Background: an optimization exercise with open tools, aiming at small area. Do not read the settings as production practice.
The RTL was checked by simulation tests, not by an equivalence proof against the original design.
No driver is modelled on the clock port, so clock power and skew are understated where the tree is cut down; a real chip needs a root buffer or a tree.
Power and IR drop assume default switching activity.

## the previous run
// LCD_AT043TN25_DE2_115
module LCD_AT043TN25_DE2_115 (
	input i_clk,
	input i_rst,
	input [3:0] i_sw,
	output o_clk,
	output o_data_enable,
	output [7:0] o_red,
	output [7:0] o_green,
	output [7:0] o_blue
);
wire w_ce;
wire w_wrap_h;
wire [3:0] w_rise;
wire [3:0] w_sw;
wire [8:0] w_col;
wire [4:0] w_rq;
wire [3:0] w_rr;
wire [4:0] w_k1;
wire [4:0] w_k2;
wire w_ball;
function [4:0] sub5(input [4:0] a, input [4:0] b);
	integer i;
	reg c;
	begin
		c = 1'b1;
		for (i = 0; i < 5; i = i + 1)
		begin
			sub5[i] = a[i] ^ ~b[i] ^ c;
			c = (a[i] & ~b[i]) | (c & (a[i] | ~b[i]));
		end
	end
endfunction
	data_enable DE (.i_clk(i_clk), .i_rst(i_rst), .o_ce(w_ce), .o_pclk(o_clk), .o_data_enable(o_data_enable), .o_wrap_h(w_wrap_h), .o_col(w_col), .rq(w_rq), .rr(w_rr));
	debouncer db1 (.i_clk(i_clk), .i_rst(i_rst), .i_ce(w_ce), .i_switch(i_sw[0]), .o_switch(w_sw[0]), .o_rise(w_rise[0]));
	debouncer db2 (.i_clk(i_clk), .i_rst(i_rst), .i_ce(w_ce), .i_switch(i_sw[1]), .o_switch(w_sw[1]), .o_rise(w_rise[1]));
	debouncer db3 (.i_clk(i_clk), .i_rst(i_rst), .i_ce(w_ce), .i_switch(i_sw[2]), .o_switch(w_sw[2]), .o_rise(w_rise[2]));
	debouncer db4 (.i_clk(i_clk), .i_rst(i_rst), .i_ce(w_ce), .i_switch(i_sw[3]), .o_switch(w_sw[3]), .o_rise(w_rise[3]));
	player #(.start_k(1)) player1 (.i_clk(i_clk), .i_rst(i_rst), .i_ce(w_ce), .i_up(w_rise[0]), .i_down(w_rise[1]), .k(w_k1));
	player #(.start_k(4)) player2 (.i_clk(i_clk), .i_rst(i_rst), .i_ce(w_ce), .i_up(w_rise[2]), .i_down(w_rise[3]), .k(w_k2));
	ball b1 (.i_clk(i_clk), .i_rst(i_rst), .i_ce(w_ce), .i_col(w_col), .i_rq(w_rq), .i_rr(w_rr), .i_k1(w_k1), .i_k2(w_k2), .o_color(w_ball));
	wire [4:0] r = sub5(w_rq, w_col[8] ? w_k2 : w_k1);
	wire in_rows = ~r[4] & ~r[3] & ~(r[2] & (r[1] | r[0]));
	wire c1 = ~|w_col[8:3] & ~(w_col[2] & (w_col[1] | w_col[0]));
	wire c2 = (w_col[8:3] == 6'b111011) & (w_col[2:0] != 3'd0) & (w_col[2:0] != 3'd1) & (w_col[2:0] != 3'd7);
	wire p1 = c1 & in_rows;
	wire p2 = c2 & in_rows;
	assign o_red = {8{p1 | p2}};
	assign o_green = {8{p1 | p2 | w_ball}};
  ...
Size: about 650 cells after synthesis, about 130 flip-flops, about 32 I/O pins, roughly 5600 um2 of cells after synthesis.
Settings: LEC_CHECK=0, CAP_MARGIN=20, CORE_MARGIN=2, CORE_UTILIZATION=40, SLEW_MARGIN=20; clock period 10.0 ns.
standard.sh (not shown) runs the stock make flow with config.mk's settings and CLKGATE_MAP_FILE= SYNTH_SCRIPT=/design/flow/synth_recipe.tcl, a recipe that flattens the netlist after the stock synthesis.
==> flow/flow/run.sh <==
#!/bin/bash
# Own layout flow: the standard flow (standard.sh) with
#  - synthesis: the standard script (flow/synth.tcl wraps it), but Yosys's
#    extract_fa is skipped, so ABC sees all the logic, and ABC maps with
#    each area-oriented script flow/abc*.script, keeping the smallest
#    result; registers are made exactly as in the standard synthesis
#  - port buffers: the smallest buffer (buf_1) instead of the default pick
#  - clock tree: flow/manual_cts.tcl replaces TritonCTS with a two-level
#    tree (clock port -> one root buffer -> leaf buffers, each driving one
#    balanced k-means cluster of flip-flops)
set -euo pipefail
H=$(pwd)
export MY_ABC_SCRIPTS="$H/flow/abc_h11.script $H/flow/abc_h1.script $H/flow/abc_h7.script $H/flow/abc_h10.script $H/flow/abc6.script $H/flow/abc21.script $H/flow/abc23.script $H/flow/abc26.script $H/flow/abc11.script $H/flow/abc10.script $H/flow/abc12.script $H/flow/abc27.script $H/flow/abc5.script $H/flow/abc20.script $H/flow/abc_g2.script $H/flow/abc_g4.script $H/flow/abc_g6.script $H/flow/abc_g13.script $H/flow/abc_g16.script $H/flow/abc_g19.script $H/flow/abc_g23.script"
export MY_NO_FA=1
export MCTS_MAX_SLEW=0.115
export MCTS_CONFIGS="{7 sky130_fd_sc_hd__clkbuf_8 sky130_fd_sc_hd__clkbuf_2} {8 sky130_fd_sc_hd__clkbuf_8 sky130_fd_sc_hd__clkbuf_2} {9 sky130_fd_sc_hd__clkbuf_8 sky130_fd_sc_hd__clkbuf_2} {10 sky130_fd_sc_hd__clkbuf_8 sky130_fd_sc_hd__clkbuf_2} {10 sky130_fd_sc_hd__clkbuf_8 sky130_fd_sc_hd__clkbuf_4} {12 sky130_fd_sc_hd__clkbuf_8 sky130_fd_sc_hd__clkbuf_8} {16 sky130_fd_sc_hd__clkbuf_8 sky130_fd_sc_hd__clkbuf_8}"
bash standard.sh \
  SYNTH_SCRIPT=$H/flow/synth.tcl \
  PRE_CTS_TCL=$H/flow/manual_cts.tcl \
  "BUFFER_PORTS_ARGS=-buffer_cell sky130_fd_sc_hd__buf_1" \
  CORE_UTILIZATION=70 \
  PLACE_DENSITY=0.85 \
  finish > standard.log 2>&1
Other scripts of this flow, unchanged in this note and not shown: flow/flow/abc10.script, flow/flow/abc11.script, flow/flow/abc12.script, flow/flow/abc20.script, flow/flow/abc21.script, flow/flow/abc23.script, flow/flow/abc26.script, flow/flow/abc27.script, flow/flow/abc5.script, flow/flow/abc6.script, flow/flow/abc_g13.script, flow/flow/abc_g16.script, flow/flow/abc_g19.script, flow/flow/abc_g2.script, flow/flow/abc_g23.script, flow/flow/abc_g4.script, flow/flow/abc_g6.script, flow/flow/abc_h1.script, flow/flow/abc_h10.script, flow/flow/abc_h11.script, flow/flow/abc_h7.script, flow/flow/manual_cts.tcl, flow/flow/synth.tcl
Changes in the current run relative to the previous run:
-- flow/design.v --
<<< the previous run, line 5
	output o_pclk,
	output o_data_enable,
	output o_wrap_h,
	output [8:0] o_col,
	output reg [4:0] rq,
>>> the current run, line 5
	output o_pclk,
	output o_data_enable,
	output [8:0] o_col,
	output reg [4:0] rq,
<<< the previous run, line 70
assign o_pclk = ~t[1];
assign o_data_enable = ~t[11] & ~(&rq[4:1]);
assign o_wrap_h = wrap_h;
assign o_col = t[10:2];
endmodule
>>> the current run, line 69
assign o_pclk = ~t[1];
assign o_data_enable = ~t[11] & ~(&rq[4:1]);
assign o_col = t[10:2];
endmodule
<<< the previous run, line 82
);
localparam [13:0] P = 14'h2aaa;
localparam [13:0] F = 14'h0763 ^ P;
localparam [13:0] R = 14'h0003 ^ P;
reg [13:0] q;
reg r_last;
wire full = (q == F);
wire clr = i_ce & ~((i_switch ^ o_switch) & ~full);
wire fb = q[13] ^ q[12];
>>> the current run, line 80
);
localparam [13:0] P = 14'h2aaa;
localparam [13:0] C = 14'h03ef ^ P;
localparam [13:0] M = 14'h3f37;
localparam [13:0] F = (14'h1523 ^ P) & M;
localparam [13:0] R = 14'h0fbf ^ P;
reg [13:0] q;
reg r_last;
wire full = ((q & M) == F);
wire clr = i_ce & ~((i_switch ^ o_switch) & ~full);
wire fb = q[13] ^ q[12];
<<< the previous run, line 98
	else
	begin
		if (clr) q <= P;
		else q <= {~q[12:0], fb};
		if (i_ce & full) o_switch <= i_switch;
>>> the current run, line 98
	else
	begin
		if (clr) q <= C;
		else q <= {~q[12:0], fb};
		if (i_ce & full) o_switch <= i_switch;
<<< the previous run, line 128
	end
end
wire move = i_ce & (i_down ? (k != 5'd22) : (i_up & (k != 5'd0)));
	always @ (posedge i_clk)
	begin
>>> the current run, line 128
	end
end
wire move = i_ce & (i_down ? ~(k[4] & k[2] & k[1]) : (i_up & (k != 5'd0)));
	always @ (posedge i_clk)
	begin
<<< the previous run, line 271
wire [4:0] f = add5({1'b0, i_rr}, {1'b1, yrn}, 1'b1);
wire f04 = ~f[4] & ~f[3] & ~(f[2] & (f[1] | f[0]));    
wire fm = f[4] & ~f[3] & ((f[2] & f[1] & f[0]) | ~f[2]) | (f[4] & f[3] & ~f[2] & ~(f[1] & f[0]));  
wire hrow = ((eq == 5'd0) & f04) | ((eq == 5'd1) & fm);
assign o_color = hcol & hrow;
>>> the current run, line 271
wire [4:0] f = add5({1'b0, i_rr}, {1'b1, yrn}, 1'b1);
wire f04 = ~f[4] & ~f[3] & ~(f[2] & (f[1] | f[0]));    
wire fm = f[4] & (~f[3] | ~(f[2] | (f[1] & f[0])));    
wire hrow = ((eq == 5'd0) & f04) | ((eq == 5'd1) & fm);
assign o_color = hcol & hrow;
<<< the previous run, line 286
);
wire w_ce;
wire w_wrap_h;
wire [3:0] w_rise;
wire [3:0] w_sw;
>>> the current run, line 286
);
wire w_ce;
wire [3:0] w_rise;
wire [3:0] w_sw;
<<< the previous run, line 307
	end
endfunction
	data_enable DE (.i_clk(i_clk), .i_rst(i_rst), .o_ce(w_ce), .o_pclk(o_clk), .o_data_enable(o_data_enable), .o_wrap_h(w_wrap_h), .o_col(w_col), .rq(w_rq), .rr(w_rr));
	debouncer db1 (.i_clk(i_clk), .i_rst(i_rst), .i_ce(w_ce), .i_switch(i_sw[0]), .o_switch(w_sw[0]), .o_rise(w_rise[0]));
	debouncer db2 (.i_clk(i_clk), .i_rst(i_rst), .i_ce(w_ce), .i_switch(i_sw[1]), .o_switch(w_sw[1]), .o_rise(w_rise[1]));
>>> the current run, line 306
	end
endfunction
	data_enable DE (.i_clk(i_clk), .i_rst(i_rst), .o_ce(w_ce), .o_pclk(o_clk), .o_data_enable(o_data_enable), .o_col(w_col), .rq(w_rq), .rr(w_rr));
	debouncer db1 (.i_clk(i_clk), .i_rst(i_rst), .i_ce(w_ce), .i_switch(i_sw[0]), .o_switch(w_sw[0]), .o_rise(w_rise[0]));
	debouncer db2 (.i_clk(i_clk), .i_rst(i_rst), .i_ce(w_ce), .i_switch(i_sw[1]), .o_switch(w_sw[1]), .o_rise(w_rise[1]));
<<< the previous run, line 318
	wire in_rows = ~r[4] & ~r[3] & ~(r[2] & (r[1] | r[0]));
	wire c1 = ~|w_col[8:3] & ~(w_col[2] & (w_col[1] | w_col[0]));
	wire c2 = (w_col[8:3] == 6'b111011) & (w_col[2:0] != 3'd0) & (w_col[2:0] != 3'd1) & (w_col[2:0] != 3'd7);
	wire p1 = c1 & in_rows;
	wire p2 = c2 & in_rows;
>>> the current run, line 317
	wire in_rows = ~r[4] & ~r[3] & ~(r[2] & (r[1] | r[0]));
	wire c1 = ~|w_col[8:3] & ~(w_col[2] & (w_col[1] | w_col[0]));
	wire c2 = (&w_col[8:6]) & w_col[4] & w_col[3] & (w_col[2:0] != 3'd0) & (w_col[2:0] != 3'd1) & (w_col[2:0] != 3'd7);    
	wire p1 = c1 & in_rows;
	wire p2 = c2 & in_rows;
### Flow results
- The current run against the previous run: static leakage power went up; setup slack went down; sequential cell area share went up; global-route usage went up.
- Post-layout total power on the current run is up relative to the previous run.
- Relative to the previous run, the met3 track demand over resource in global routing of the current run is higher by 0.43 points.
- Compared with the previous run, the current run shows a total number of multi-input combinational cells that is 17 lower.
In every run of this note, the design's own scripts or RTL, not TritonCTS, make the clock network.

-- what the ideal ports hide --
The flow's constraints put no driver on any port. The routed layouts listed below were extracted and timed again, unchanged, in two steps.
Step 1 sets driving cells, clkbuf_16 on the clock port and buf_2 on the other inputs (assumed; they add their load-dependent delay and slew).
Step 2 moves the port delays by t, midway between the first and last clock arrival at a register: inputs arrive t later, outputs are due t later. That takes back most of the time a late clock gives input paths.
Slacks: no drivers / after step 1 / after step 2; pairs: no drivers / after step 1.
| run | t, ns | slack for setup (ns) | hold WS [ns] | worst setup path at the end | clock arrival spread, ns |
|---|---|---|---|---|---|
| the previous run | 0.617 | 4.632 / 4.604 / 5.222 | 0.384 / 0.384 / 0.384 | register to output | 0.017 / 0.017 |
| the current run | 0.615 | 4.211 / 4.185 / 4.800 | 0.373 / 0.373 / 0.373 | register to output | 0.023 / 0.023 |
After both steps setup and hold are still met in every run listed.
